Background: an optimization exercise with open tools, aiming at small area, a short achievable clock period and few clock cycles. Do not read the settings as production practice.
Only simulation tests tie the RTL to the original design; equivalence was not proved.

<file path="design/flow/config.mk">
export PLATFORM = sky130hd
export DESIGN_NAME = pawd_crack
export DESIGN_NICKNAME = pawd_crack
export VERILOG_FILES = /design/flow/design.v
export SDC_FILE = /design/flow/constraint.sdc
export NUM_CORES = 4
export LEC_CHECK = 0
export ABC_AREA = 1
export CAP_MARGIN = 20
export CORE_MARGIN = 2
export CORE_UTILIZATION = 40
export PLACE_DENSITY = 0.6
export SETUP_SLACK_MARGIN = 4.5
export SLEW_MARGIN = 20
</file>
<file path="design/flow/constraint.sdc">
create_clock -name core_clock -period 10.0 [get_ports {clk}]
set_input_delay 2.0000 -clock core_clock [delete_from_list [all_inputs] [get_ports {clk}]]
set_output_delay 2.0000 -clock core_clock [all_outputs]
set_load 0.01 [all_outputs]
</file>
<file path="design/flow/design.v">
`timescale 1ns / 1ps
module pawd_crack(
    input clk,
    input reset_n,
    input [0:127] password_hash,
    input [4:0] blocknum,
    input btn_pressed,
    output reg find,
    output [7:0] out0,
    output [7:0] out1,
    output [7:0] out2,
    output [7:0] out3,
    output [7:0] out4,
    output [7:0] out5,
    output [7:0] out6,
    output [7:0] out7
    );
    localparam [31:0] IVA = 32'h67452301, IVB = 32'hefcdab89,
                      IVC = 32'h98badcfe, IVD = 32'h10325476;
    localparam [31:0] S0C = 32'h6edff7a9;  
    localparam [1:0] IDLE = 2'd0, LOAD = 2'd1, RUN = 2'd2, DONE = 2'd3;
    function [31:0] kpn; input [5:0] r; begin
        kpn =
            ({32{r == 6'd0}} & 32'h18f7e786) |
            ({32{r == 6'd1}} & 32'h2420715b) |
            ({32{r == 6'd2}} & 32'hc1bdceee) |
            ({32{r == 6'd3}} & 32'hf57c0faf) |
            ({32{r == 6'd4}} & 32'h4787c62a) |
            ({32{r == 6'd5}} & 32'ha8304613) |
            ({32{r == 6'd6}} & 32'hfd469501) |
            ({32{r == 6'd7}} & 32'h698098d8) |
            ({32{r == 6'd8}} & 32'h8b44f7af) |
            ({32{r == 6'd9}} & 32'hffff5bb1) |
            ({32{r == 6'd10}} & 32'h895cd7be) |
            ({32{r == 6'd11}} & 32'h6b901122) |
            ({32{r == 6'd12}} & 32'hfd987193) |
            ({32{r == 6'd13}} & 32'ha67943ce) |
            ({32{r == 6'd14}} & 32'h49b40821) |
            ({32{r == 6'd15}} & 32'h264e5592) |
            ({32{r == 6'd16}} & 32'hc040b340) |
            ({32{r == 6'd17}} & 32'h265e5a51) |
            ({32{r == 6'd18}} & 32'h19e6f7da) |
            ({32{r == 6'd19}} & 32'hd62f105d) |
            ({32{r == 6'd20}} & 32'h02441453) |
            ({32{r == 6'd21}} & 32'hd8a1e681) |
            ({32{r == 6'd22}} & 32'he7d3fbc8) |
            ({32{r == 6'd23}} & 32'h21e1cde6) |
            ({32{r == 6'd24}} & 32'hc3370816) |
            ({32{r == 6'd25}} & 32'hf4d50d87) |
            ({32{r == 6'd26}} & 32'h455a14ed) |
            ({32{r == 6'd27}} & 32'ha9e3e905) |
            ({32{r == 6'd28}} & 32'hfcefa478) |
            ({32{r == 6'd29}} & 32'h676f02d9) |
            ({32{r == 6'd30}} & 32'h8d2a4c8a) |
            ({32{r == 6'd31}} & 32'hfffa3942) |
            ({32{r == 6'd32}} & 32'h8771f681) |
            ({32{r == 6'd33}} & 32'h6d9d6122) |
            ({32{r == 6'd34}} & 32'hfde5384c) |
            ({32{r == 6'd35}} & 32'hd4ef1a74) |
            ({32{r == 6'd36}} & 32'h4bdecfa9) |
            ({32{r == 6'd37}} & 32'hf6bb4b60) |
            ({32{r == 6'd38}} & 32'hbebfbc70) |
            ({32{r == 6'd39}} & 32'h289b7ec6) |
            ({32{r == 6'd40}} & 32'h1ad1582a) |
            ({32{r == 6'd41}} & 32'hd4ef3085) |
            ({32{r == 6'd42}} & 32'h04881d05) |
            ({32{r == 6'd43}} & 32'hd9d4d039) |
            ({32{r == 6'd44}} & 32'he6db99e5) |
            ({32{r == 6'd45}} & 32'h1fa27cf8) |
            ({32{r == 6'd46}} & 32'hc4ac56e5) |
            ({32{r == 6'd47}} & 32'h24595274) |
            ({32{r == 6'd48}} & 32'h432aff97) |
            ({32{r == 6'd49}} & 32'hab9423e7) |
            ({32{r == 6'd50}} & 32'hfc93a039) |
            ({32{r == 6'd51}} & 32'h655b59c3) |
            ({32{r == 6'd52}} & 32'h8f0ccc92) |
            ({32{r == 6'd53}} & 32'hffeff47d) |
            ({32{r == 6'd54}} & 32'hb5b48e01) |
            ({32{r == 6'd55}} & 32'h6fa87e4f) |
            ({32{r == 6'd56}} & 32'hfe2ce6e0) |
            ({32{r == 6'd57}} & 32'ha3014314) |
            ({32{r == 6'd58}} & 32'h4e0811a1) |
            ({32{r == 6'd59}} & 32'hf7537e82) |
            ({32{r == 6'd60}} & 32'hbd3af235) |
            ({32{r == 6'd61}} & 32'h2ad7d33b) |
            ({32{r == 6'd62}} & 32'heb86d391) |
            ({32{r == 6'd63}} & 32'h079ad4a8);
    end endfunction
    function [1:0] xseln; input [5:0] r; begin case (r)
        6'd0: xseln = 2'd2;
        6'd15: xseln = 2'd2;
        6'd18: xseln = 2'd1;
        6'd35: xseln = 2'd2;
        6'd40: xseln = 2'd1;
        6'd47: xseln = 2'd1;
        6'd54: xseln = 2'd2;
        6'd63: xseln = 2'd1;
        default: xseln = 2'd0;
    endcase end endfunction
    function [4:0] rotamt; input [5:0] r; begin
        case ({r[5:4], r[1:0]})
            4'd0: rotamt = 5'd7;   4'd1: rotamt = 5'd12; 4'd2: rotamt = 5'd17; 4'd3: rotamt = 5'd22;
            4'd4: rotamt = 5'd5;   4'd5: rotamt = 5'd9;  4'd6: rotamt = 5'd14; 4'd7: rotamt = 5'd20;
            4'd8: rotamt = 5'd4;   4'd9: rotamt = 5'd11; 4'd10: rotamt = 5'd16; 4'd11: rotamt = 5'd23;
            4'd12: rotamt = 5'd6;  4'd13: rotamt = 5'd10; 4'd14: rotamt = 5'd15; default: rotamt = 5'd21;
        endcase
    end endfunction
    function [31:0] xw0; input [31:0] d; begin
        xw0 = {4'h0, d[19:16], 4'h0, d[23:20], 4'h0, d[27:24], 4'h0, d[31:28]};
    end endfunction
    function [31:0] xw1; input [31:0] d; begin
        xw1 = {4'h0, d[3:0], 4'h0, d[7:4], 4'h0, d[11:8], 4'h0, d[15:12]};
    end endfunction
    reg [1:0] st;
    reg ph;               
    reg [6:0] rnd;        
    reg [31:0] G;         
    reg a0, a1, h0;       
    reg ld1;              
    reg [31:0] S, B, C, D;         
    reg [31:0] T1, Sn, B1, C1;     
    reg [4:0] sh1;
    reg [31:0] Hc;        
    assign out0 = {4'h3, G[31:28]};
    assign out1 = {4'h3, G[27:24]};
    assign out2 = {4'h3, G[23:20]};
    assign out3 = {4'h3, G[19:16]};
    assign out4 = {4'h3, G[15:12]};
    assign out5 = {4'h3, G[11:8]};
    assign out6 = {4'h3, G[7:4]};
    assign out7 = {4'h3, G[3:0]};
    reg [31:0] G2;
    reg cy;
    integer j;
    always @(*) begin
        if (G[3:0] == 4'd8) begin G2[3:0] = 4'd0; cy = 1'b1; end
        else begin G2[3:0] = G[3:0] + 4'd2; cy = 1'b0; end
        for (j = 1; j < 8; j = j + 1) begin
            if (cy) begin
                if (G[4*j +: 4] == 4'd9) G2[4*j +: 4] = 4'd0;
                else begin G2[4*j +: 4] = G[4*j +: 4] + 4'd1; cy = 1'b0; end
            end else G2[4*j +: 4] = G[4*j +: 4];
        end
    end
    reg [31:0] F;
    always @(*) begin
        case (rnd[5:4])
            2'd0: F = (B & C) | (~B & D);
            2'd1: F = (D & B) | (~D & C);
            2'd2: F = B ^ C ^ D;
            default: F = C ^ (B | ~D);
        endcase
    end
    wire [1:0] xs = xseln(rnd[5:0]);
    wire [31:0] Gt = {G[31:1], ph};    
    wire [31:0] Xn = (xs == 2'd1) ? xw0(Gt) : (xs == 2'd2) ? xw1(Gt) : 32'd0;
    always @(posedge clk) begin
        T1 <= S + F;
        Sn <= D + kpn(rnd[5:0]) + Xn;
        B1 <= B;
        C1 <= C;
        sh1 <= rotamt(rnd[5:0]);
    end
    wire [63:0] T1d = {T1, T1} << sh1;
    wire [31:0] Bn = B1 + T1d[63:32];
    reg [31:0] Kc;
    always @(*) begin
        case (rnd[1:0])
            2'd1: Kc = IVA;      
            2'd2: Kc = IVD;      
            2'd3: Kc = IVC;      
            default: Kc = IVB;   
        endcase
    end
    wire [31:0] cin = B ^ Kc ^ Hc;
    wire [31:0] cout = (B & Kc) | (B & cin) | (Kc & cin);
    wire hit = ~cin[0] & (cin[31:1] == cout[30:0]);
    always @(posedge clk) begin
        if (ph) case (rnd[1:0])
            2'd0: Hc <= {password_hash[24:31], password_hash[16:23], password_hash[8:15], password_hash[0:7]};
            2'd1: Hc <= {password_hash[120:127], password_hash[112:119], password_hash[104:111], password_hash[96:103]};
            2'd2: Hc <= {password_hash[88:95], password_hash[80:87], password_hash[72:79], password_hash[64:71]};
            default: Hc <= {password_hash[56:63], password_hash[48:55], password_hash[40:47], password_hash[32:39]};
        endcase
    end
    wire chk = (st == RUN) && (rnd >= 7'd61);
    wire n0 = a0 & h0;
    wire n1 = a1 & hit;
    wire endpair = chk && ph;                        
    wire found = endpair && rnd[6] && (n0 | n1);
    wire drop = endpair && !(n0 | n1);
    wire load0 = (st == LOAD) || drop;               
    wire [31:0] S0 = S0C + xw0(drop ? G2 : G);
    always @(posedge clk) begin
        if (!reset_n) begin
            st <= IDLE;
            find <= 1'b0;
        end else begin
            case (st)
                IDLE: if (btn_pressed) st <= LOAD;
                LOAD: st <= RUN;
                RUN: if (found) begin st <= DONE; find <= 1'b1; end
                default: ;
            endcase
        end
    end
    always @(posedge clk) begin
        if (st == IDLE)
            G <= (blocknum < 5'd20) ? {blocknum[4:1], blocknum[0] ? 4'd5 : 4'd0, 24'd0} : 32'd0;
        else if (drop)
            G <= G2;
        else if (found && !n0)
            G <= {G[31:1], 1'b1};
    end
    always @(posedge clk) begin
        if (load0 || ld1) begin
            S <= S0;
            B <= IVB;
            C <= IVC;
            D <= IVD;
        end else begin
            S <= Sn;
            B <= Bn;
            C <= B1;
            D <= C1;
        end
    end
    always @(posedge clk) begin
        ld1 <= load0;
        if (load0) begin
            ph <= 1'b0;
            rnd <= 7'd0;
            a0 <= 1'b1;
            a1 <= 1'b1;
        end else begin
            ph <= ~ph;
            if (ph) rnd <= rnd + 7'd1;
            if (chk && !ph) h0 <= hit;
            if (endpair) begin a0 <= n0; a1 <= n1; end
        end
    end
endmodule
</file>
<file path="design/flow/run.sh">
#!/bin/bash
# synth_recipe.tcl (not shown) runs the flow's synth.tcl, then flattens the netlist and writes it again
# the make line also repeats each setting of config.mk as NAME=value (left out here)
make -C /OpenROAD-flow-scripts/flow DESIGN_CONFIG=/design/flow/config.mk WORK_HOME=/design/flow/orfs CLKGATE_MAP_FILE= SYNTH_SCRIPT=/design/flow/synth_recipe.tcl finish
</file>
==> impl_metrics.ini, run 1 <==
[sta]
hold_violations = 0
whs_ns = 0.379
tns_ns = 0
slew_violations = 0
post-route-min-period_ns = 5.39
fin_skew_ns = 0.0331
finalCritPeriodShare = 0.539
max_freq_ghz = 0.185
relSlewSlack = 0.333
tightest_slew_ns = 1.00
finalSetupViolCount = 0
grt_setup_unrepaired = false

[critical_path]
crit_family = simple AND/OR/NAND/NOR gates
cp-end-kind = flop
r2r-start = rnd[4]
crit_end = Sn[31]
max_stage_delay_ns = 0.68
cp_max_fo = 20
path_cells = nor2_1 > inv_2 > nor2_1 > inv_1 > nand2_1 > nor4_1 > or3b_1 > nor3_2 > fa_1 > inv_1 > ha_1 > a21oi_1 > o21ai_0 > a221oi_1 > o21ai_0 > a21oi_1 > xnor2_1
reg2reg_to = Sn[31]
crit_start = rnd[4]
start_kind = flop
critPathKind = reg -> reg
crit_arrival_ns = 5.85
critPathRequiredTime_ns = 10.46
worst-path-buf-inv = 3
path_depth = 17
critPathSlowestCell = nor4_1
reg2regPathDepth = 17
rrSetupSlack_ns = 4.61

[status]
status = finished clean

[cts]
numCtsBuffers = 40
ctsHoldBuffers = 0
cts_num_sinks = 340
clkTransAtPathRegs_ns = 0.06
ctsRootBufferMaster = clkbuf_16
cts_tree = built
insertion_delay_ns = 0.59
h-tree-depth = 2
clockBufferDepth = 3

[floorplanning]
die_area_um2 = 63800
initial_core_util = 0.403
dieWidth_um = 253
die_height_um = 253
core.rowCount = 91
io_pins = 201
coreArea_um2 = 61400

[cells_and_area]
finish.net_count = 4013
area_growth_pct = 16.1
ff_latch_area_um2 = 7460
fillers = 6308
multiInputGateArea_um2 = 15200
instances_no_fill = 4518
final_util = 0.468
drive_above_1_share = 0.0749

[drt]
avgViaCountPerCell = 5.49
routed_wl_um = 102000
drc = 0
wl_per_cell_um = 22.6
drt_iter0_markers = 2617
drt_pre_antenna_iters = 9
drtAntennaViolNets = 0
vias = 24800

[placement]
dp_hpwl_um = 82400
numPortBuffers = 168
gp_congestion = 1.08
place_inst = 4432

[synth]
yosys.area.top_type = dfxtp_1
yosys_warnings = 1
synth_area_um2 = 24700
avgSynthCellArea_um2 = 6.97
synth_top_area_frac = 0.223
synth_edf_count = 65
synth_cells = 3546
synthTopCellsByArea = dfxtp_1, nand2_1, edfxtp_1, nor2_1, ha_1
synth_cell_types = 71
ys_ff_latch = 340
synthArstFlopShare = 0
ys_seq_area_frac = 0.302
synth_ff_type = dfxtp_1

[grt]
overflow = 0
track_usage = 0.311
grt_start_max_net_pins = 94
grt_pass1_wl_um = 147000
first_global_vias = 22500
grt_antenna_before_repair = 3

[run]
drv_cap = 0

[min_path]
hp-class = reg -> reg
[flip-flops by register name, summed over array words and instances, names as in the netlist]
signal	cells
B	32
B1	32
C	32
C1	32
D	32
G	32
Hc	32
S	32
Sn	32
T1	32
a0	1
a1	1
find	1
h0	1
ld1	1
ph	1
rnd	7
sh1	5
st	2
[worst register-to-register path: stages, from the launching register on]
cell and delay, ns:
dfxtp_1 0.57, nor2_1 0.18, inv_2 0.37, nor2_1 0.28
inv_1 0.30, nand2_1 0.14, nor4_1 0.68, or3b_1 0.45
nor3_2 0.39, fa_1 0.49, inv_1 0.06, ha_1 0.28
a21oi_1 0.21, o21ai_0 0.14, a221oi_1 0.34, o21ai_0 0.15
a21oi_1 0.17, xnor2_1 0.10
[timing repair]
item,4_1_cts,5_1_grt
resized for setup,23,30
setup endpoints to repair,112,67
setup buffers,4,5
pin swaps,2,3
gates cloned,1,0
[through the flow]
| stage | setup WS (ns) | area, µm² |
|---|---|---|
| 2_1_floorplan | 5.37 | 24800 |
| 3_3_place_gp | 3.75 | 27000 |
| 3_5_place_dp | 3.71 | 27000 |
| 4_1_cts | 4.51 | 28500 |
| 5_1_grt | 4.50 | 28700 |
| 6_report | 4.61 | 28700 |
[synthesized netlist by cell type, types with 19 or more instances]
cell type,instances
a21oi_1,289
a22o_1,32
a31oi_1,20
buf_1,19
buf_4,40
clkbuf_1,52
dfxtp_1,275
edfxtp_1,65
fa_1,50
ha_1,133
inv_1,435
mux2i_1,28
nand2_1,670
nand3_1,165
nand4_1,58
nor2_1,477
nor3_1,109
nor4_1,50
o21ai_0,201
o21ai_1,21
or2_2,73
xnor2_1,29
xor2_1,65
[worst min path at each step]
stage / cells after the start / slack (ns) / start / to
final: 0 / 0.38 / C[21] / C1[21]
after global routing: 0 / 0.38 / C[14] / C1[14]
after CTS: 0 / 0.37 / C[14] / C1[14]
after detailed placement: 0 / 0.37 / C[25] / C1[25]
after global placement: 0 / 0.37 / C[25] / C1[25]
after floorplan: 0 / 0.36 / C[0] / C1[0]
[logic make-up after synthesis]
group / synth area share
AO/OA/AOI/OAI: 0.152
flip-flops: 0.302
XOR/XNOR: 0.0340
multiplexers: 0.0113
AND/OR/NAND/NOR: 0.296
other: 0.000304
buffers and inverters: 0.0964
adder cells (fa/ha/maj): 0.108
[cells in the final DEF (no fill, tap or decap), drive strengths merged, types with 60 or more instances in the layout]
| cell | count |
|---|---|
| edfxtp | 65 |
| a21oi | 291 |
| o21ai | 232 |
| nor2 | 487 |
| nor3 | 111 |
| or2 | 85 |
| nand2 | 682 |
| clkdlybuf4s50 | 168 |
| xor2 | 66 |
| nand3 | 170 |
| nand4 | 60 |
| ha | 133 |
| dfxtp | 275 |
| inv | 446 |
[area by class of cell]
type,instances,share of cell area
multi-input cells,2658,0.528
inverters,448,0.0592
clock inverters,17,0.00702
well taps,790,0.0345
flip-flops and latches,340,0.260
diodes,2,0.000174
clock buffers,57,0.0418
repair buffers,206,0.0691
[routing by layer]
| metal | global-route usage | routed length, µm | up-vias |
|---|---|---|---|
| li1 | - | - | 12000 |
| met4 | 0.108 | 3970 | 2 |
| met2 | 0.504 | 46500 | 1045 |
| met5 | 0 | 13 | - |
| met1 | 0.415 | 43500 | 11500 |
| met3 | 0.0542 | 8180 | 234 |
Testbench counts, summed over its fixed seeds: cycles 212,072.
==> run 2, diff against run 1 <==
--- a/design/flow/config.mk
+++ b/design/flow/config.mk
@@ -12,3 +12,2 @@
 export PLACE_DENSITY = 0.6
-export SETUP_SLACK_MARGIN = 4.5
 export SLEW_MARGIN = 20
==> impl_metrics.ini, run 2 <==
[status]
status = finished clean

[critical_path]
crit_arrival_ns = 6.92
cp_max_fo = 21
start_kind = flop
cp-end-kind = flop
critPathKind = reg -> reg
critPathRequiredTime_ns = 10.53
r2r-start = rnd[4]
crit_start = rnd[4]

[synth]
yosysMostFrequentCell = nand2_1
synth_edf_count = 65
synth_cells = 3546
synth_area_um2 = 24700
ys_ff_latch = 340
synth_top_area_frac = 0.223
avgSynthCellArea_um2 = 6.97
synth_ff_type = dfxtp_1
yosys.area.top_type = dfxtp_1
synth_cell_types = 71
ys_seq_area_frac = 0.302
synthArstFlopShare = 0
synth_common_cells = nand2_1, nor2_1, inv_1
yosys_warnings = 1
synthTopCellsByArea = dfxtp_1, nand2_1, edfxtp_1, nor2_1, ha_1

[sta]
fin_skew_ns = 0.0360
slew_violations = 0
max_freq_ghz = 0.156
tns_ns = 0
tightest_slew_ns = 1.13
fin_ws_ns = 3.61
relSlewSlack = 0.244
grt_setup_unrepaired = false
finalSetupViolCount = 0
hold_violations = 0
post-route-min-period_ns = 6.39
finalCritPeriodShare = 0.639

[cells_and_area]
layout_common_cells = nand2_1, nor2_1, inv_1, a21oi_1, dfxtp_1
area_growth_pct = 15.0
drive_above_1_share = 0.0624
finish.net_count = 4003
final_common_cell = nand2_1

[placement]
preCtsSetupSlack_ns = 3.71
numPortBuffers = 168
gp_congestion = 1.08
dp_hpwl_um = 82400

[floorplanning]
dieWidth_um = 253
die_area_um2 = 63800
die_height_um = 253
io_pins = 201
coreArea_um2 = 61400
core.rowCount = 91
initial_core_util = 0.403

[drt]
drtAntennaViolNets = 0
drt_iter0_markers = 2627
avgViaCountPerCell = 5.47
vias = 24700
drt_pre_antenna_iters = 6
drc = 0
wl_per_cell_um = 22.6
routed_wl_um = 102000

[cts]
insertion_delay_ns = 0.59
clkTransAtPathRegs_ns = 0.06
h-tree-depth = 2
ctsRootBufferMaster = clkbuf_16
post_cts_resized = 0
cts_tree = built
clockBufferDepth = 3
cts_num_sinks = 340
numCtsBuffers = 40
ctsHoldBuffers = 0
cts_setup_buffers = 0

[min_path]
hp-start = C[26]
hp-class = reg -> reg

[grt]
track_usage = 0.310
grt_start_max_net_pins = 94
overflow = 0
first_global_vias = 22500
grt_antenna_before_repair = 3
grt_pass1_wl_um = 146000

[run]
drv_cap = 0
-- run 2: final cells by class --
type	instances	area, µm²
repair buffers	197	1900
clock inverters	17	201
multi-input cells	2657	15000
well taps	790	988
inverters	448	1690
flip-flops and latches	340	7460
diodes	1	2.50
fillers	6323	32900
clock buffers	57	1200
-- run 2: through the flow --
stage          hold WS, ns  cells   util  area (µm²)
6_report             0.376   4507  0.463       28400
3_5_place_dp         0.368   4432  0.440       27000
4_1_cts              0.375   4506  0.463       28400
2_1_floorplan        0.359   3576      -       24800
5_1_grt              0.381   4506  0.463       28400
3_3_place_gp         0.367   4432  0.440       27000
-- run 2: logic make-up after synthesis --
group                    Yosys count  share of synthesized area
AND/OR/NAND/NOR                 1657                      0.296
AO/OA/AOI/OAI                    662                      0.152
other                              2                   0.000304
adder cells (fa/ha/maj)          183                      0.108
flip-flops                       340                      0.302
buffers and inverters            579                     0.0964
multiplexers                      28                     0.0113
XOR/XNOR                          95                     0.0340
-- run 2: final timing paths --
kind,end,slack [ns],depth (start not counted)
worst min register to register,C1[26],0.38,0
worst max-delay path,Sn[25],3.61,26
worst min-delay path,C1[26],0.38,0
worst max register to register,Sn[25],3.61,26
-- run 2: worst max-delay path: stages, from the launching register on --
cell     delay [ns]
dfxtp_1        0.57
nor2_2         0.07
buf_4          0.24
inv_1          0.52
buf_4          0.35
nor2_1         0.21
nor3_1         0.74
inv_1          0.42
a21oi_1        0.29
fa_1           0.44
inv_1          0.07
ha_1           0.15
inv_1          0.06
fa_1           0.45
inv_1          0.07
nand3_1        0.06
nand2_1        0.11
a21oi_1        0.10
o21ai_0        0.29
a21oi_1        0.24
o21ai_2        0.22
a21oi_1        0.13
o21ai_2        0.22
nand2_1        0.11
nand2_1        0.08
nand2_1        0.06
nand2_1        0.05
-- run 2: metal layers --
layer,vias up,track usage,part of all wire
met1,11500,0.415,0.43
met2,1010,0.503,0.46
met3,229,0.0527,0.075
li1,12000,-,-
met4,2,0.108,0.039
met5,-,0,0.00013
==> run 3, diff against run 2 <==
--- a/design/flow/design.v
+++ b/design/flow/design.v
@@ -19,3 +19,2 @@
                       IVC = 32'h98badcfe, IVD = 32'h10325476;
-    localparam [31:0] S0C = 32'h6edff7a9;  
     localparam [1:0] IDLE = 2'd0, LOAD = 2'd1, RUN = 2'd2, DONE = 2'd3;
@@ -88,13 +87,7 @@
     end endfunction
-    function [1:0] xseln; input [5:0] r; begin case (r)
-        6'd0: xseln = 2'd2;
-        6'd15: xseln = 2'd2;
-        6'd18: xseln = 2'd1;
-        6'd35: xseln = 2'd2;
-        6'd40: xseln = 2'd1;
-        6'd47: xseln = 2'd1;
-        6'd54: xseln = 2'd2;
-        6'd63: xseln = 2'd1;
-        default: xseln = 2'd0;
-    endcase end endfunction
+    function [1:0] xseln; input [5:0] r; begin
+        xseln = {r == 6'd0 | r == 6'd15 | r == 6'd35 | r == 6'd54,
+                 r == 6'd18 | r == 6'd40 | r == 6'd47 | r == 6'd63};
+    end endfunction
+    localparam [31:0] S0C = 32'h6edff7a9;  
     function [4:0] rotamt; input [5:0] r; begin
@@ -117,7 +110,14 @@
     reg [31:0] G;         
-    reg a0, a1, h0;       
+    reg a0, a1;           
+    reg hl, hf;           
+    reg dk;               
     reg ld1;              
     reg [31:0] S, B, C, D;         
-    reg [31:0] T1, Sn, B1, C1;     
+    reg [31:0] T1, D1, B1, C1;     
     reg [4:0] sh1;
+    reg [5:0] rb;         
+    reg [1:0] xs;         
+    reg [3:0] fg;         
+    reg ck;               
+    reg [3:0] kc;         
     reg [31:0] Hc;        
@@ -144,17 +144,11 @@
     end
-    reg [31:0] F;
-    always @(*) begin
-        case (rnd[5:4])
-            2'd0: F = (B & C) | (~B & D);
-            2'd1: F = (D & B) | (~D & C);
-            2'd2: F = B ^ C ^ D;
-            default: F = C ^ (B | ~D);
-        endcase
-    end
-    wire [1:0] xs = xseln(rnd[5:0]);
+    wire [31:0] F = ({32{fg[0]}} & ((B & C) | (~B & D)))
+                  | ({32{fg[1]}} & ((D & B) | (~D & C)))
+                  | ({32{fg[2]}} & (B ^ C ^ D))
+                  | ({32{fg[3]}} & (C ^ (B | ~D)));
     wire [31:0] Gt = {G[31:1], ph};    
-    wire [31:0] Xn = (xs == 2'd1) ? xw0(Gt) : (xs == 2'd2) ? xw1(Gt) : 32'd0;
-    always @(posedge clk) begin
-        T1 <= S + F;
-        Sn <= D + kpn(rnd[5:0]) + Xn;
+    wire [31:0] Xn = ({32{xs[0]}} & xw0(Gt)) | ({32{xs[1]}} & xw1(Gt));
+    always @(posedge clk) begin
+        T1 <= S + F + Xn;
+        D1 <= D;
         B1 <= B;
@@ -162,2 +156,3 @@
         sh1 <= rotamt(rnd[5:0]);
+        rb <= rnd[5:0];
     end
@@ -165,11 +160,5 @@
     wire [31:0] Bn = B1 + T1d[63:32];
-    reg [31:0] Kc;
-    always @(*) begin
-        case (rnd[1:0])
-            2'd1: Kc = IVA;      
-            2'd2: Kc = IVD;      
-            2'd3: Kc = IVC;      
-            default: Kc = IVB;   
-        endcase
-    end
+    wire [31:0] Sn = D1 + kpn(rb);       
+    wire [31:0] Kc = ({32{kc[0]}} & IVA) | ({32{kc[1]}} & IVD)
+                   | ({32{kc[2]}} & IVC) | ({32{kc[3]}} & IVB);
     wire [31:0] cin = B ^ Kc ^ Hc;
@@ -177,18 +166,9 @@
     wire hit = ~cin[0] & (cin[31:1] == cout[30:0]);
-    always @(posedge clk) begin
-        if (ph) case (rnd[1:0])
-            2'd0: Hc <= {password_hash[24:31], password_hash[16:23], password_hash[8:15], password_hash[0:7]};
-            2'd1: Hc <= {password_hash[120:127], password_hash[112:119], password_hash[104:111], password_hash[96:103]};
-            2'd2: Hc <= {password_hash[88:95], password_hash[80:87], password_hash[72:79], password_hash[64:71]};
-            default: Hc <= {password_hash[56:63], password_hash[48:55], password_hash[40:47], password_hash[32:39]};
-        endcase
-    end
-    wire chk = (st == RUN) && (rnd >= 7'd61);
-    wire n0 = a0 & h0;
-    wire n1 = a1 & hit;
-    wire endpair = chk && ph;                        
-    wire found = endpair && rnd[6] && (n0 | n1);
-    wire drop = endpair && !(n0 | n1);
+    wire run = (st == RUN);
+    wire n0 = a0 & hl;
+    wire n1 = a1 & hf;
+    wire last = rnd[6] & rnd[0];                     
+    wire found = run && dk && last && (n0 | n1);
+    wire drop = run && dk && !(n0 | n1);
     wire load0 = (st == LOAD) || drop;               
-    wire [31:0] S0 = S0C + xw0(drop ? G2 : G);
     always @(posedge clk) begin
@@ -216,3 +196,3 @@
         if (load0 || ld1) begin
-            S <= S0;
+            S <= S0C;
             B <= IVB;
@@ -227,4 +207,9 @@
     end
+    wire [6:0] rn = rnd + 7'd1;
     always @(posedge clk) begin
         ld1 <= load0;
+        if (ck) begin
+            if (ph) hf <= hit;
+            else hl <= hit;
+        end
         if (load0) begin
@@ -234,7 +219,23 @@
             a1 <= 1'b1;
+            dk <= 1'b0;
+            xs <= 2'b01;
+            fg <= 4'b0001;
+            ck <= 1'b0;
         end else begin
             ph <= ~ph;
-            if (ph) rnd <= rnd + 7'd1;
-            if (chk && !ph) h0 <= hit;
-            if (endpair) begin a0 <= n0; a1 <= n1; end
+            dk <= ph & ck;
+            if (dk) begin a0 <= n0; a1 <= n1; end
+            if (ph) begin
+                rnd <= rn;
+                xs <= xseln(rnd[5:0]);
+                fg <= 4'b0001 << rn[5:4];
+                ck <= (rn >= 7'd61) && (rn <= 7'd64);
+                kc <= 4'b0001 << (rn[1:0] - 2'd1);
+                case (rn[1:0])
+                    2'd1: Hc <= {password_hash[24:31], password_hash[16:23], password_hash[8:15], password_hash[0:7]};
+                    2'd2: Hc <= {password_hash[120:127], password_hash[112:119], password_hash[104:111], password_hash[96:103]};
+                    2'd3: Hc <= {password_hash[88:95], password_hash[80:87], password_hash[72:79], password_hash[64:71]};
+                    default: Hc <= {password_hash[56:63], password_hash[48:55], password_hash[40:47], password_hash[32:39]};
+                endcase
+            end
         end
--- a/design/flow/config.mk
+++ b/design/flow/config.mk
@@ -11,3 +11,5 @@
 export CORE_UTILIZATION = 40
+export CTS_BUF_LIST = sky130_fd_sc_hd__clkbuf_4
 export PLACE_DENSITY = 0.6
+export SETUP_SLACK_MARGIN = 5
 export SLEW_MARGIN = 20
==> impl_metrics.ini, run 3 <==
[drt]
vias = 26100
drc = 0
drt_iter0_markers = 2512
wl_per_cell_um = 23.4
routed_wl_um = 109000
drtAntennaViolNets = 0
drt_pre_antenna_iters = 6
avgViaCountPerCell = 5.59

[cells_and_area]
layout_common_cells = nand2_1, inv_1, nor2_1, dfxtp_1, o21ai_0
area_growth_pct = 14.9
drive_above_1_share = 0.0705
final_common_cell = nand2_1
finish.net_count = 4061

[critical_path]
crit_arrival_ns = 5.34
reg2regPathDepth = 16
critPathKind = reg -> reg
cp-end-kind = flop
critPathRequiredTime_ns = 10.74
start_kind = flop
cp_max_fo = 51

[cts]
cts_tree = built
h-tree-depth = 3
ctsHoldBuffers = 0
numCtsBuffers = 101
cts_setup_buffers = 0
ctsRootBufferMaster = clkbuf_4
clockBufferDepth = 3
cts_num_sinks = 359
clkTransAtPathRegs_ns = 0.07
insertion_delay_ns = 0.93

[sta]
finalSetupViolCount = 0
tns_ns = 0
post-route-min-period_ns = 4.60
relSlewSlack = 0.254
fin_skew_ns = 0.127
fin_ws_ns = 5.40
grt_setup_unrepaired = false
hold_violations = 0
tightest_slew_ns = 1.11
finalCritPeriodShare = 0.460
max_freq_ghz = 0.217
slew_violations = 0

[floorplanning]
die_area_um2 = 64400
die_height_um = 254
core.rowCount = 91
dieWidth_um = 254
coreArea_um2 = 61700
io_pins = 201
initial_core_util = 0.404

[synth]
synth_simple_gate_area_frac = 0.283
synth_adder_area_share = 0.107
ys_seq_area_frac = 0.316
synthTopCellsByArea = dfxtp_1, nand2_1, edfxtp_1, ha_1, inv_1
yosys.area.top_type = dfxtp_1
yosysMostFrequentCell = nand2_1
synth_cells = 3539
yosys_warnings = 1
ys_ff_latch = 359
synth_top_area_frac = 0.232
synth_common_cells = nand2_1, inv_1, nor2_1
synth_compound_area_frac = 0.170
avgSynthCellArea_um2 = 7.05
synth_top_family_by_area = simple AND/OR/NAND/NOR gates
synth_cell_types = 54
synth_edf_count = 70
synthMuxAreaShare = 0.0116
synth_ff_type = dfxtp_1
synth_xor_area_frac = 0.0232
synthArstFlopShare = 0
synth_area_um2 = 24900

[placement]
numPortBuffers = 168
preCtsSetupSlack_ns = 4.97
dp_hpwl_um = 86800
gp_congestion = 1.05

[grt]
grt_pass1_wl_um = 159000
overflow = 0
first_global_vias = 24600
track_usage = 0.336
grt_start_max_net_pins = 67
grt_antenna_before_repair = 9

[min_path]
hp-class = reg -> reg
hold_depth = 2

[run]
drv_cap = 0

[status]
status = finished clean
run 3: cell types whose count changed in the layout (fill, tap and decap cells not counted), sizes merged, moves of 39 or more:
cell / previous run / this run
o211ai: 4 / 43
or2: 85 / 39
o21ai: 232 / 280
nor2: 487 / 384
nand2: 682 / 765
a21o: 7 / 50
a21oi: 291 / 195
nand3: 169 / 220
clkbuf: 57 / 151
run 3: worst paths after layout:
path	endpoint	slack (ns)	startpoint
worst max-delay path	B[28]	5.40	sh1[0]
worst min-delay path	D[8]	0.32	C1[8]
worst max register to register	B[28]	5.40	sh1[0]
worst min register to register	D[8]	0.32	C1[8]
run 3: what timing repair did:
| action | CTS | global route |
|---|---|---|
| pin swaps | 0 | 0 |
| hold endpoints to repair | 0 | 0 |
| resized for setup | 1 | 3 |
| endpoints found under the setup margin | 4 | 8 |
run 3: final cells by class:
class                           count  area [µm²]
Sequential cell                   359        7890
Inverter                          432        1630
Clock inverter                     29         166
Timing Repair Buffer              185        1820
Tap cell                          837        1050
Clock buffer                      151        1130
Fill cell                        6511       33000
Antenna cell                        8        20.0
Multi-Input combinational cell   2662       15000
run 3: through the flow:
| step | cells | hold WS (ns) | util | instance area, µm² |
|---|---|---|---|---|
| floorplan | 3569 | 0.329 | - | 25100 |
| global placement | 4474 | 0.363 | 0.443 | 27300 |
| detailed placement | 4474 | 0.363 | 0.443 | 27300 |
| CTS | 4654 | 0.302 | 0.464 | 28600 |
| global route | 4659 | 0.354 | 0.464 | 28700 |
| finish | 4663 | 0.321 | 0.465 | 28700 |
run 3: layer usage:
metal / GRT usage / routed length (µm)
met5: 0 / 0
met4: 0.170 / 5840
met3: 0.0707 / 9020
met1: 0.442 / 46700
met2: 0.521 / 47600
run 3: critical path, stage by stage (launching register included):
cell        delay, ns
dfxtp_1          0.32
buf_4            0.40
clkinvlp_4       0.48
nand2_1          0.16
nand2_1          0.07
o21ai_0          0.47
mux2i_1          0.19
o21ai_0          0.25
mux2i_1          0.12
ha_1             0.34
nand2_1          0.08
a21oi_1          0.47
a21oi_1          0.27
o21ai_0          0.39
nand3b_1         0.15
a21oi_1          0.17
nor2_1           0.06
run 3: cells by family (layout without fill, tap and decap cells):
| kind of cell | Yosys count | after routing |
|---|---|---|
| xor gates and xnor gates | 66 | 66 |
| and+or+nand+nor | 1629 | 1629 |
| muxes | 29 | 29 |
| other | 2 | 40 |
| buffers and inverters | 548 | 797 |
| AOI/OAI and AO/OA | 722 | 722 |
| DFF | 359 | 359 |
| adders and majority gates | 184 | 184 |
Testbench counts of run 3, summed over its fixed seeds: cycles 213,774.
==> run 4, diff against run 3 <==
--- a/design/flow/config.mk
+++ b/design/flow/config.mk
@@ -11,3 +11,2 @@
 export CORE_UTILIZATION = 40
-export CTS_BUF_LIST = sky130_fd_sc_hd__clkbuf_4
 export PLACE_DENSITY = 0.6
==> impl_metrics.ini, run 4 <==
[status]
status = finished clean

[sta]
slew_violations = 0
finalCritPeriodShare = 0.451
relSlewSlack = 0.189
fin_skew_ns = 0.0627
finalSetupViolCount = 0
tightest_slew_ns = 1.21
tns_ns = 0
post-route-min-period_ns = 4.51
hold_violations = 0
grt_setup_unrepaired = false
max_freq_ghz = 0.222

[min_path]
hp-class = reg -> reg
hp-start = D[2]
hold_depth = 0
holdPathEnd = D1[2]

[drt]
avgViaCountPerCell = 5.64
wl_per_cell_um = 23.8
drtAntennaViolNets = 0
drt_pre_antenna_iters = 6
vias = 25700
routed.top_layer = met5
drt_iter0_markers = 2501
wl_met1_um = 46000
routed_wl_um = 108000
dr_wl_met2_um = 47300
met3_length_um = 9010
drc = 0

[synth]
synth_ff_type = dfxtp_1
synthTopCellsByArea = dfxtp_1, nand2_1, edfxtp_1, ha_1, inv_1
ys_ff_latch = 359
ys_seq_area_frac = 0.316
synth_cells = 3539
yosys.area.top_type = dfxtp_1
synth_edf_count = 70
yosys_warnings = 1
avgSynthCellArea_um2 = 7.05
yosysMostFrequentCell = nand2_1
synth_cell_types = 54
synth_top_area_frac = 0.232
synth_common_cells = nand2_1, inv_1, nor2_1
synth_area_um2 = 24900
synthArstFlopShare = 0

[cts]
ctsHoldBuffers = 0
cts_setup_buffers = 0
cts_tree = built
h-tree-depth = 2
clockBufferDepth = 3
insertion_delay_ns = 0.62
cts_num_sinks = 359
clkTransAtPathRegs_ns = 0.07
ctsRootBufferMaster = clkbuf_16
numCtsBuffers = 44

[cells_and_area]
fin_area_um2 = 29000
fillers = 6436
area_growth_pct = 16.1
multiInputGateArea_um2 = 15000
finish.net_count = 4004
layout_common_cells = nand2_1, inv_1, nor2_1, dfxtp_1, o21ai_0
drive_above_1_share = 0.0492
final_util = 0.469
ff_latch_area_um2 = 7890
final_common_cell = nand2_1

[floorplanning]
initial_core_util = 0.404
coreArea_um2 = 61700
die_area_um2 = 64400
io_pins = 201
dieWidth_um = 254
die_height_um = 254
core.rowCount = 91

[critical_path]
reg2regPathDepth = 18
r2r-start = rb[2]
reg2reg_to = S[30]
crit_arrival_ns = 5.06
cp-end-kind = flop
rrSetupSlack_ns = 5.49
start_kind = flop
critPathRequiredTime_ns = 10.55
critPathKind = reg -> reg
cp_max_fo = 6

[grt]
track_usage = 0.334
grt_start_max_net_pins = 67
first_global_vias = 24100
overflow = 0
grt_antenna_before_repair = 7
grt_pass1_wl_um = 158000

[placement]
numPortBuffers = 168
dp_hpwl_um = 86800
gp_congestion = 1.05
dpl_cell_area_um2 = 27300

[run]
drv_cap = 0
## run 4: cell count changes in the layout (fill, tap and decap cells not counted)
cell / before / now
clkinv_1: 23 / 4
clkbuf_16: 0 / 47
diode_2: 8 / 5
clkbuf_1: 0 / 7
clkinvlp_4: 1 / 3
clkbuf_4: 151 / 0
clkinv_16: 0 / 2
clkbuf_8: 0 / 7
clkinv_2: 3 / 6
clkinv_8: 0 / 1
inv_8: 1 / 0
bufinv_16: 1 / 5
## run 4: layer usage
layer	up-vias	global-route usage
met5	-	0
met4	2	0.164
met3	282	0.0617
met2	1298	0.520
met1	12000	0.445
li1	12200	-
## run 4: worst max-delay path by stage
stage           start     end  slack, ns  cells after the start
2_1_floorplan   st[0]  rnd[0]       6.66                      9
3_3_place_gp   sh1[2]   B[30]       4.99                     15
3_5_place_dp   sh1[2]   B[30]       4.97                     15
5_1_grt        sh1[1]   B[30]       5.18                     17
4_1_cts        sh1[1]   B[30]       5.21                     17
6_report        rb[2]   S[30]       5.49                     18
## run 4: logic make-up (layout without fill, tap and decap cells)
kind of cell / count (synthesis) / in the layout / synth area share
xor gates and xnor gates: 66 / 66 / 0.0232
muxes: 29 / 29 / 0.0116
buffers and inverters: 548 / 699 / 0.0889
AOI/OAI and AO/OA: 722 / 722 / 0.170
other: 2 / 37 / 0.000301
DFF: 359 / 359 / 0.316
adders and majority gates: 184 / 184 / 0.107
and+or+nand+nor: 1629 / 1629 / 0.283
## run 4: critical path, stage by stage (launching register included)
cell and delay (ns):
dfxtp_1 0.45, inv_2 0.08, nand2_1 0.13, nor2_1 0.10, nand2_1 0.39, nand2_1 0.40
nor2_1 0.25, nand3_1 0.09, nor3_1 0.44, nand4_1 0.43, ha_1 0.57, nand2_1 0.13
nor2_1 0.13, inv_1 0.09, nor4_1 0.35, nand3_1 0.16, nand2_1 0.13, a21oi_1 0.07
o21ai_0 0.09
## run 4: area by class of cell
class / instances / area share
multi-input cells: 2662 / 0.516
clock buffers: 61 / 0.0448
diodes: 5 / 0.000432
repair buffers: 185 / 0.0629
flip-flops and latches: 359 / 0.272
well taps: 837 / 0.0361
inverters: 432 / 0.0562
clock inverters: 21 / 0.0107
## run 4: repair_timing
action	in CTS	in global routing
endpoints found under the setup margin	3	7
gates resized for setup	1	3
cloned	0	0
hold endpoints to repair	0	0
## run 4: metrics by stage
step	hold WS, ns	setup slack, ns	instances
after floorplan	0.329	6.66	3569
after global placement	0.363	4.99	4474
after detailed placement	0.363	4.97	4474
after CTS	0.342	5.21	4556
after global routing	0.359	5.18	4557
final	0.344	5.49	4562
==> run 5, diff against run 4 <==
==> design/flow/flow/run.sh (new file) <==
#!/bin/bash
set -o pipefail
export BUFFER_PORTS_ARGS="-buffer_cell sky130_fd_sc_hd__buf_1"
bash standard.sh > standard.log 2>&1
==> design/flow/standard.sh (new file) <==
#!/bin/bash
# synth_recipe.tcl (not shown) runs the flow's synth.tcl, then flattens the netlist and writes it again
# the make line also repeats each setting of config.mk as NAME=value (left out here)
make -C /OpenROAD-flow-scripts/flow DESIGN_CONFIG=/design/flow/config.mk WORK_HOME=/design/flow/orfs CLKGATE_MAP_FILE= SYNTH_SCRIPT=/design/flow/synth_recipe.tcl "${@:-finish}"
removed: design/flow/run.sh
==> impl_metrics.ini, run 5 <==
[sta]
relSlewSlack = 0.229
whs_ns = 0.363
finalSetupViolCount = 0
fin_skew_ns = 0.0223
fin_ws_ns = 5.48
post-route-min-period_ns = 4.52
max_freq_ghz = 0.221
grt_setup_unrepaired = false
slew_violations = 0
tns_ns = 0
tightest_slew_ns = 1.15
hold_violations = 0
finalCritPeriodShare = 0.452

[placement]
place_inst = 4472
dp_hpwl_um = 81400
dpl_cell_area_um2 = 26300
numPortBuffers = 168
preCtsSetupSlack_ns = 4.98
gp_congestion = 1.09

[floorplanning]
coreArea_um2 = 61700
io_pins = 201
core.rowCount = 91
die_area_um2 = 64400
dieWidth_um = 254
die_height_um = 254
initial_core_util = 0.404

[min_path]
hp-class = reg -> reg

[grt]
track_usage = 0.313
grt_pass1_wl_um = 150000
grt_antenna_before_repair = 4
first_global_vias = 23300
grt_start_max_net_pins = 69
gr-usage-met2 = 0.493
overflow = 0
met3_usage = 0.0508
grt_use_met1 = 0.426
busiest_layer = met2

[cells_and_area]
drive_above_1_share = 0.0477
final_util = 0.449
multiInputGateArea_um2 = 15000
layout_common_cells = nand2_1, inv_1, nor2_1, dfxtp_1, o21ai_0
finish.net_count = 4000
fillers = 6530
area_growth_pct = 10.9
fin_area_um2 = 27700
final_common_cell = nand2_1
instances_no_fill = 4551
ff_latch_area_um2 = 7890

[cts]
cts_setup_buffers = 0
insertion_delay_ns = 0.59
numCtsBuffers = 42
ctsHoldBuffers = 0
cts_tree = built
cts_num_sinks = 359
clkTransAtPathRegs_ns = 0.08
clockBufferDepth = 3
h-tree-depth = 2
ctsRootBufferMaster = clkbuf_16

[synth]
yosys.area.top_type = dfxtp_1
synth_common_cells = nand2_1, inv_1, nor2_1
ys_seq_area_frac = 0.316
synth_top_area_frac = 0.232
synth_ff_type = dfxtp_1
ys_ff_latch = 359
yosys_warnings = 1
avgSynthCellArea_um2 = 7.05
yosysMostFrequentCell = nand2_1
synthArstFlopShare = 0
synth_area_um2 = 24900
synthTopCellsByArea = dfxtp_1, nand2_1, edfxtp_1, ha_1, inv_1
synth_cells = 3539
synth_cell_types = 54
synth_edf_count = 70

[critical_path]
start_kind = flop
cp-end-kind = flop
critPathKind = reg -> reg
critPathRequiredTime_ns = 10.47
cp_max_fo = 17
crit_arrival_ns = 4.99

[drt]
wl_per_cell_um = 22.3
routed_wl_um = 102000
drt_iter0_markers = 2329
drt_pre_antenna_iters = 6
avgViaCountPerCell = 5.61
drtAntennaViolNets = 0
drc = 0
vias = 25500

[status]
status = finished clean

[run]
drv_cap = 0
## run 5: cell counts after synthesis
No cell type changed its count.
## run 5: repair_timing
item                                   in CTS  in global routing
setup endpoints to repair                   2                  9
endpoints found under the hold margin       0                  0
resized for setup                           1                  4
## run 5: worst paths after layout
check	startpoint	to	slack [ns]	cells past startpoint
worst min-delay path	D[11]	D1[11]	0.36	0
worst max register to register	rb[4]	S[28]	5.48	15
worst max-delay path	rb[4]	S[28]	5.48	15
worst min register to register	D[11]	D1[11]	0.36	0
## run 5: critical path, cell delays in order (launching register included)
cell	delay (ns)
dfxtp_1	0.47
nor2_2	0.21
nand3_1	0.33
nand2_1	0.29
nor4_1	1.02
nand4_1	0.31
ha_1	0.52
nand2_1	0.18
nor2_1	0.15
inv_1	0.08
nor3_1	0.23
nand2_1	0.09
nand3_1	0.17
nand3_1	0.12
a21oi_1	0.16
nor2_1	0.06
## run 5: layout make-up
type / count / area share
Timing Repair Buffer: 183 / 0.0273
Multi-Input combinational cell: 2662 / 0.541
Clock inverter: 12 / 0.00312
Tap cell: 837 / 0.0378
Antenna cell: 3 / 0.000271
Inverter: 432 / 0.0588
Clock buffer: 63 / 0.0467
Sequential cell: 359 / 0.285
## run 5: layer usage
metal / vias to the layer above / wire length (µm)
met5: - / 13
met3: 241 / 8320
li1: 12200 / -
met1: 11900 / 43800
met4: 2 / 4960
met2: 1224 / 44500
## run 5: logic make-up after synthesis
family,share of synthesized area
mux,0.0116
compound gates,0.170
flops,0.316
simple gates,0.283
fa+ha+maj,0.107
xor+xnor,0.0232
other cells,0.000301
buf+inv,0.0889
==> run 6, diff against run 5 <==
==> design/flow/flow/run.sh (replaced) <==
#!/bin/bash
set -o pipefail
export BUFFER_PORTS_ARGS="-buffer_cell sky130_fd_sc_hd__buf_1"
export SETUP_SLACK_MARGIN=6.7
bash standard.sh > standard.log 2>&1
--- a/design/flow/config.mk
+++ b/design/flow/config.mk
@@ -12,3 +12,2 @@
 export PLACE_DENSITY = 0.6
-export SETUP_SLACK_MARGIN = 5
 export SLEW_MARGIN = 20
==> impl_metrics.ini, run 6 <==
[status]
status = finished clean

[critical_path]
crit_arrival_ns = 3.93
path_cells = inv_2 > nand2_4 > nor2_2 > nand2_4 > buf_12 > nand2_1 > nor2_4 > nand4_1 > nor2_2 > nand4_1 > ha_4 > inv_1 > nor4_2 > nand3_1 > nand2_2 > nand3_1 > nand2_1 > nor2_1
r2r-start = rb[3]
max_stage_delay_ns = 0.42
worst-path-buf-inv = 3
reg2regPathDepth = 18
rrSetupSlack_ns = 6.56
cp-end-kind = flop
critPathKind = reg -> reg
start_kind = flop
reg2reg_to = S[31]
critPathRequiredTime_ns = 10.49
critPathSlowestCell = dfxtp_4
crit_family = simple AND/OR/NAND/NOR gates
cp_max_fo = 5

[drt]
drtAntennaViolNets = 0
drc = 0
drt_pre_antenna_iters = 6
avgViaCountPerCell = 5.71
drt_iter0_markers = 2672
wl_per_cell_um = 23.7
routed_wl_um = 113000
vias = 27200

[sta]
max_freq_ghz = 0.291
grt_setup_unrepaired = true
slew_violations = 0
tightest_slew_ns = 0.959
finalSetupViolCount = 0
tns_ns = 0
fin_skew_ns = 0.0442
relSlewSlack = 0.356
finalCritPeriodShare = 0.344
fin_ws_ns = 6.56
post-route-min-period_ns = 3.44
hold_violations = 0

[floorplanning]
core.rowCount = 91
io_pins = 201
coreArea_um2 = 61700
initial_core_util = 0.404
die_area_um2 = 64400
die_height_um = 254
dieWidth_um = 254

[synth]
synth_edf_count = 70
synth_cell_types = 54
synth_common_cells = nand2_1, inv_1, nor2_1
yosysMostFrequentCell = nand2_1
synth_top_area_frac = 0.232
synthArstFlopShare = 0
synth_cells = 3539
yosys.area.top_type = dfxtp_1
yosys_warnings = 1
synth_ff_type = dfxtp_1
ys_ff_latch = 359
ys_seq_area_frac = 0.316
synth_area_um2 = 24900
synthTopCellsByArea = dfxtp_1, nand2_1, edfxtp_1, ha_1, inv_1
avgSynthCellArea_um2 = 7.05

[grt]
track_usage = 0.337
grt_pass1_wl_um = 160000
overflow = 0
first_global_vias = 24700
grt_start_max_net_pins = 46
grt_antenna_before_repair = 4

[cts]
cts_tree = built
clockBufferDepth = 3
numCtsBuffers = 42
ctsRootBufferMaster = clkbuf_16
insertion_delay_ns = 0.61
ctsHoldBuffers = 0
cts_num_sinks = 359
h-tree-depth = 2
clkTransAtPathRegs_ns = 0.06

[placement]
place_inst = 4473
gp_congestion = 1.10
dp_hpwl_um = 84800
numPortBuffers = 168
preCtsSetupSlack_ns = 4.95

[cells_and_area]
final_common_cell = nand2_1
drive_above_1_share = 0.265
finish.net_count = 4216
layout_common_cells = nand2_1, inv_1, nor2_1, dfxtp_1, buf_4
final_util = 0.544
instances_no_fill = 4767
area_growth_pct = 34.5

[run]
drv_cap = 0

[min_path]
hp-class = reg -> reg
holdPathEnd = D1[10]
hold_depth = 0
hp-start = D[10]
-- run 6: cell counts after synthesis --
Identical to the previous run, type by type.
-- run 6: per-layer routing --
| metal | share of wire | GRT usage |
|---|---|---|
| met1 | 0.40 | 0.441 |
| met2 | 0.45 | 0.547 |
| met3 | 0.086 | 0.0518 |
| met4 | 0.060 | 0.159 |
| met5 | 0.00012 | 0 |
-- run 6: repair_timing --
action                                 in CTS  in global routing
endpoints found under the hold margin       0                  0
pin swaps                                  85                175
setup endpoints to repair                 118                105
gates resized for setup                   546                486
cloned                                      7                  3
buffers inserted                           89                116
-- run 6: kinds of logic after synthesis --
logic type               after synthesis  share of synthesized area
AO/OA/AOI/OAI                        722                      0.170
XOR/XNOR                              66                     0.0232
adder cells (fa/ha/maj)              184                      0.107
buffers and inverters                548                     0.0889
flip-flops                           359                      0.316
multiplexers                          29                     0.0116
other                                  2                   0.000301
AND/OR/NAND/NOR                     1629                      0.283
-- run 6: through the flow --
step	area, µm²	hold slack (ns)
5_1_grt	33600	0.377
3_3_place_gp	26300	0.362
3_5_place_dp	26300	0.370
4_1_cts	30600	0.369
6_report	33600	0.357
2_1_floorplan	25100	0.329
-- run 6: worst max path at each step --
stage,to,startpoint,cells past startpoint
global placement,B[26],sh1[2],15
detailed placement,B[26],sh1[2],15
global route,S[31],rb[0],18
finish,S[31],rb[3],18
CTS,B[26],sh1[0],19
floorplan,B[28],sh1[0],22
-- run 6: cell type report --
class / count / area [µm²]
fillers: 5957 / 28200
multi-input cells: 2664 / 18800
flip-flops and latches: 359 / 7990
repair buffers: 393 / 2660
inverters: 432 / 1680
clock buffers: 62 / 1230
well taps: 837 / 1050
clock inverters: 14 / 163
repair inverters: 4 / 30.0
diodes: 2 / 5.00
-- run 6: worst reg2reg max path: cells and delay by family (launching register included) --
kind                       cells  cell delay (ns)
adders and majority gates      1             0.40
and+or+nand+nor               14             2.23
DFF                            1             0.42
buffers and inverters          3             0.31
==> run 7, diff against run 6 <==
==> design/flow/flow/run.sh (replaced) <==
#!/bin/bash
set -o pipefail
export BUFFER_PORTS_ARGS="-buffer_cell sky130_fd_sc_hd__buf_1"
export SETUP_SLACK_MARGIN=6.45
bash standard.sh > standard.log 2>&1
==> impl_metrics.ini, run 7 <==
[placement]
numPortBuffers = 168
preCtsSetupSlack_ns = 4.98
place_inst = 4472
gp_congestion = 1.09
dpl_cell_area_um2 = 26300
dp_hpwl_um = 81400

[cts]
clkTransAtPathRegs_ns = 0.08
insertion_delay_ns = 0.59
ctsRootBufferMaster = clkbuf_16
cts_tree = built
ctsHoldBuffers = 0
numCtsBuffers = 42
clockBufferDepth = 3
h-tree-depth = 2
cts_num_sinks = 359

[cells_and_area]
layout_common_cells = nand2_1, inv_1, nor2_1, dfxtp_1, o21ai_0
ff_latch_area_um2 = 7940
drive_above_1_share = 0.157
final_common_cell = nand2_1
fin_area_um2 = 30400
fillers = 6248
multiInputGateArea_um2 = 16900
area_growth_pct = 21.9
finish.net_count = 4074
instances_no_fill = 4624

[critical_path]
crit_arrival_ns = 3.99
r2r-start = rb[4]
cp-end-kind = flop
rrSetupSlack_ns = 6.45
reg2regPathDepth = 16
critPathRequiredTime_ns = 10.44
start_kind = flop
cp_max_fo = 10
reg2reg_to = S[19]
critPathKind = reg -> reg

[synth]
synth_ff_type = dfxtp_1
yosysMostFrequentCell = nand2_1
ys_ff_latch = 359
synthArstFlopShare = 0
yosys.area.top_type = dfxtp_1
synthTopCellsByArea = dfxtp_1, nand2_1, edfxtp_1, ha_1, inv_1
synth_common_cells = nand2_1, inv_1, nor2_1
synth_cell_types = 54
avgSynthCellArea_um2 = 7.05
yosys_warnings = 1
synth_cells = 3539
ys_seq_area_frac = 0.316
synth_area_um2 = 24900
synth_top_area_frac = 0.232
synth_edf_count = 70

[sta]
max_freq_ghz = 0.282
tns_ns = 0
fin_skew_ns = 0.0211
relSlewSlack = 0.315
finalSetupViolCount = 0
tightest_slew_ns = 1.02
post-route-min-period_ns = 3.55
slew_violations = 0
finalCritPeriodShare = 0.355
hold_violations = 0
fin_ws_ns = 6.45
grt_setup_unrepaired = true

[drt]
wl_per_cell_um = 22.8
avgViaCountPerCell = 5.63
drt_pre_antenna_iters = 6
routed_wl_um = 105000
drt_iter0_markers = 2340
drtAntennaViolNets = 0
drc = 0
vias = 26000

[grt]
busiest_layer = met2
grt_use_met1 = 0.431
gr-usage-met2 = 0.496
grt_pass1_wl_um = 152000
track_usage = 0.318
overflow = 0
grt_antenna_before_repair = 7
grt_start_max_net_pins = 69
first_global_vias = 23800
met3_usage = 0.0536

[floorplanning]
core.rowCount = 91
dieWidth_um = 254
io_pins = 201
die_height_um = 254
initial_core_util = 0.404
coreArea_um2 = 61700
die_area_um2 = 64400

[status]
status = finished clean

[min_path]
holdPathEnd = D1[10]
hp-start = D[10]
hold_depth = 0
hp-class = reg -> reg

[run]
drv_cap = 0
[run 7: area by class of cell]
cell class,count,share of cell area
antenna,2,0.000165
clock buffer,63,0.0426
clock inverter,12,0.00284
inverter,432,0.0542
multi-input combinational,2663,0.557
sequential,359,0.261
tap,837,0.0345
timing repair buffer,252,0.0463
timing repair inverter,4,0.000988
[run 7: repair_timing]
action / 4_1_cts / 5_1_grt
resized for setup: 211 / 339
setup endpoints to repair: 78 / 92
setup buffers: 28 / 38
pin swaps: 21 / 72
gates cloned: 6 / 2
[run 7: worst max-delay path: stages, from the launching register on]
cell     delay [ns]
dfxtp_2        0.43
nor2_4         0.10
buf_4          0.16
nand2_2        0.21
nand2_1        0.16
inv_1          0.14
nand3_1        0.20
nor4_4         0.30
nand4_1        0.27
ha_4           0.32
a21oi_1        0.28
o21ai_1        0.13
a21oi_1        0.18
nand2_2        0.12
a21oi_1        0.19
or2_2          0.13
nand3_1        0.06
[run 7: worst max-delay path by stage]
| stage | start | endpoint | slack [ns] | cells past startpoint |
|---|---|---|---|---|
| 2_1_floorplan | st[0] | rnd[0] | 6.66 | 9 |
| 3_3_place_gp | sh1[2] | B[28] | 5.02 | 15 |
| 3_5_place_dp | sh1[2] | B[26] | 4.98 | 17 |
| 4_1_cts | rb[1] | S[30] | 6.42 | 18 |
| 5_1_grt | rb[4] | S[19] | 6.35 | 16 |
| 6_report | rb[4] | S[19] | 6.45 | 16 |
[run 7: kinds of logic after synthesis]
group / share of synthesized area
AND/OR/NAND/NOR: 0.283
AO/OA/AOI/OAI: 0.170
buffers and inverters: 0.0889
flip-flops: 0.316
adder cells (fa/ha/maj): 0.107
XOR/XNOR: 0.0232
multiplexers: 0.0116
other: 0.000301
[run 7: per-layer routing]
| metal | share of wire | wire length, µm |
|---|---|---|
| met2 | 0.44 | 46200 |
| met4 | 0.050 | 5230 |
| met1 | 0.43 | 45000 |
| met5 | 0.00026 | 27 |
| met3 | 0.084 | 8810 |
[run 7: metrics by stage]
| stage | util | hold WS [ns] |
|---|---|---|
| after floorplan | - | 0.329 |
| after global placement | 0.425 | 0.361 |
| after detailed placement | 0.426 | 0.359 |
| after CTS | 0.465 | 0.367 |
| after global routing | 0.492 | 0.367 |
| final | 0.493 | 0.364 |
==> run 8, diff against run 7 <==
==> design/flow/flow/run.sh (replaced) <==
#!/bin/bash
set -o pipefail
export BUFFER_PORTS_ARGS="-buffer_cell sky130_fd_sc_hd__buf_1"
export SETUP_SLACK_MARGIN=6.2
bash standard.sh > standard.log 2>&1
==> impl_metrics.ini, run 8 <==
[status]
status = finished clean

[grt]
track_usage = 0.315
grt_pass1_wl_um = 150000
overflow = 0
grt_antenna_before_repair = 2
first_global_vias = 23500
grt_start_max_net_pins = 69

[cts]
clockBufferDepth = 3
numCtsBuffers = 42
ctsRootBufferMaster = clkbuf_16
h-tree-depth = 2
cts_tree = built
clkTransAtPathRegs_ns = 0.08
ctsHoldBuffers = 0
insertion_delay_ns = 0.58
cts_num_sinks = 359

[drt]
routed.top_layer = met4
met3_length_um = 8290
avgViaCountPerCell = 5.61
wl_per_cell_um = 22.5
drtAntennaViolNets = 0
vias = 25700
drt_iter0_markers = 2399
routed_wl_um = 103000
drc = 0
wl_met1_um = 44300
dr_wl_met2_um = 45400
drt_pre_antenna_iters = 6

[critical_path]
cp_max_fo = 6
r2r-start = rb[0]
critPathSlowestCell = ha_2
critPathKind = reg -> reg
crit_arrival_ns = 4.29
start_kind = flop
reg2reg_to = S[30]
crit_family = simple AND/OR/NAND/NOR gates
cp-end-kind = flop
path_cells = inv_2 > nand2_2 > nor2_1 > nand2_2 > nand2_1 > nor2_2 > nand3_1 > nor3_2 > nand4_1 > ha_2 > nand2_1 > o21ai_0 > nand2_1 > nand3_1 > a21oi_1 > nand2_1 > a21oi_1 > o21ai_0
worst-path-buf-inv = 1
max_stage_delay_ns = 0.50
path_common_cell = nand2_1
critPathRequiredTime_ns = 10.50
rrSetupSlack_ns = 6.21
reg2regPathDepth = 18

[placement]
dp_hpwl_um = 81400
place_inst = 4472
gp_congestion = 1.09
preCtsSetupSlack_ns = 4.98
numPortBuffers = 168

[min_path]
hp-start = D[11]
holdPathEnd = D1[11]
hp-class = reg -> reg
hold_depth = 0

[synth]
synth_cell_types = 54
ys_ff_latch = 359
yosysMostFrequentCell = nand2_1
synthTopCellsByArea = dfxtp_1, nand2_1, edfxtp_1, ha_1, inv_1
synth_edf_count = 70
synth_ff_type = dfxtp_1
synth_cells = 3539
synthArstFlopShare = 0
synth_common_cells = nand2_1, inv_1, nor2_1
ys_seq_area_frac = 0.316
synth_top_area_frac = 0.232
yosys_warnings = 1
synth_area_um2 = 24900
avgSynthCellArea_um2 = 7.05
yosys.area.top_type = dfxtp_1

[sta]
grt_setup_unrepaired = true
fin_skew_ns = 0.0188
max_freq_ghz = 0.264
finalSetupViolCount = 0
post-route-min-period_ns = 3.79
hold_violations = 0
tns_ns = 0
relSlewSlack = 0.288
finalCritPeriodShare = 0.379
slew_violations = 0
fin_ws_ns = 6.21
tightest_slew_ns = 1.06

[floorplanning]
io_pins = 201
dieWidth_um = 254
die_height_um = 254
die_area_um2 = 64400
core.rowCount = 91
coreArea_um2 = 61700
initial_core_util = 0.404

[cells_and_area]
final_util = 0.467
layout_common_cells = nand2_1, inv_1, nor2_1, dfxtp_1, o21ai_0
drive_above_1_share = 0.101
final_common_cell = nand2_1
area_growth_pct = 15.6
instances_no_fill = 4587
finish.net_count = 4038

[run]
drv_cap = 0
[run 8: cell counts after synthesis]
Identical to the previous run, type by type.
[run 8: logic make-up after synthesis]
family / count (synthesis) / synth area share
and+or+nand+nor: 1629 / 0.283
AOI/OAI and AO/OA: 722 / 0.170
buffers and inverters: 548 / 0.0889
DFF: 359 / 0.316
adders and majority gates: 184 / 0.107
xor gates and xnor gates: 66 / 0.0232
muxes: 29 / 0.0116
other: 2 / 0.000301
[run 8: layer usage]
layer | vias up | global-route usage
li1 | 12300 | -
met1 | 12000 | 0.431
met2 | 1197 | 0.496
met3 | 238 | 0.0469
met4 | 0 | 0.128
met5 | - | 0
[run 8: stage by stage]
stage / instance area, µm² / hold WS, ns
floorplan: 25100 / 0.329
global placement: 26300 / 0.361
detailed placement: 26300 / 0.359
CTS: 28000 / 0.367
global route: 28800 / 0.366
finish: 28800 / 0.368
[run 8: worst max path at each step]
| stage | from | endpoint | slack, ns | depth (start not counted) |
|---|---|---|---|---|
| 4_1_cts | rb[3] | S[19] | 6.20 | 19 |
| 3_5_place_dp | sh1[2] | B[26] | 4.98 | 17 |
| 2_1_floorplan | st[0] | rnd[0] | 6.66 | 9 |
| 6_report | rb[0] | S[30] | 6.21 | 18 |
| 5_1_grt | rb[0] | S[30] | 6.08 | 18 |
| 3_3_place_gp | sh1[2] | B[28] | 5.02 | 15 |
[run 8: final cells by class]
type | instances | area (µm²)
repair buffers | 216 | 1050
flip-flops and latches | 359 | 7920
well taps | 837 | 1050
clock buffers | 63 | 1290
clock inverters | 12 | 86.3
inverters | 432 | 1650
multi-input cells | 2663 | 15800
diodes | 1 | 2.50
fillers | 6436 | 32900
repair inverters | 4 | 30.0
[run 8: what timing repair did]
action | CTS | global route
pin swaps | 4 | 22
endpoints found under the setup margin | 62 | 64
gates cloned | 3 | 3
buffers inserted | 12 | 20
gates resized for setup | 81 | 158

==> separate check: timing with driven ports <==
In the flow no input, the clock included, has a driving cell. The finished layouts below were timed again as built, in two steps.
Step 1 assumes that a clkbuf_16 drives the clock port and a buf_2 every other input.
Step 2 adds t to the input delays and takes it off the output delays; t is the mean of the earliest and latest rising clock arrival at the registers after step 1. Input paths then give back, and output paths get back, about the clock's delay inside the block.
Slacks: ideal ports / drivers / drivers and shift; pairs: ideal ports / drivers.
| run | t (ns) | setup slack, ns | worst setup path at the end | latest minus earliest clock arrival (ns) |
|---|---|---|---|---|
| run 1 | 0.631 | 4.605 / 4.605 / 4.605 | register to register | 0.033 / 0.033 |
| run 2 | 0.633 | 3.606 / 3.606 / 3.606 | register to register | 0.036 / 0.036 |
| run 3 | 0.930 | 5.401 / 5.401 / 5.401 | register to register | 0.127 / 0.128 |
| run 4 | 0.656 | 5.494 / 5.494 / 5.494 | register to register | 0.063 / 0.063 |
| run 5 | 0.639 | 5.475 / 5.475 / 5.475 | register to register | 0.022 / 0.022 |
| run 6 | 0.646 | 6.559 / 6.559 / 6.559 | register to register | 0.046 / 0.046 |
| run 7 | 0.643 | 6.449 / 6.449 / 6.449 | register to register | 0.023 / 0.023 |
| run 8 | 0.637 | 6.211 / 6.211 / 6.211 | register to register | 0.022 / 0.021 |
After both steps every run listed still meets setup and hold.
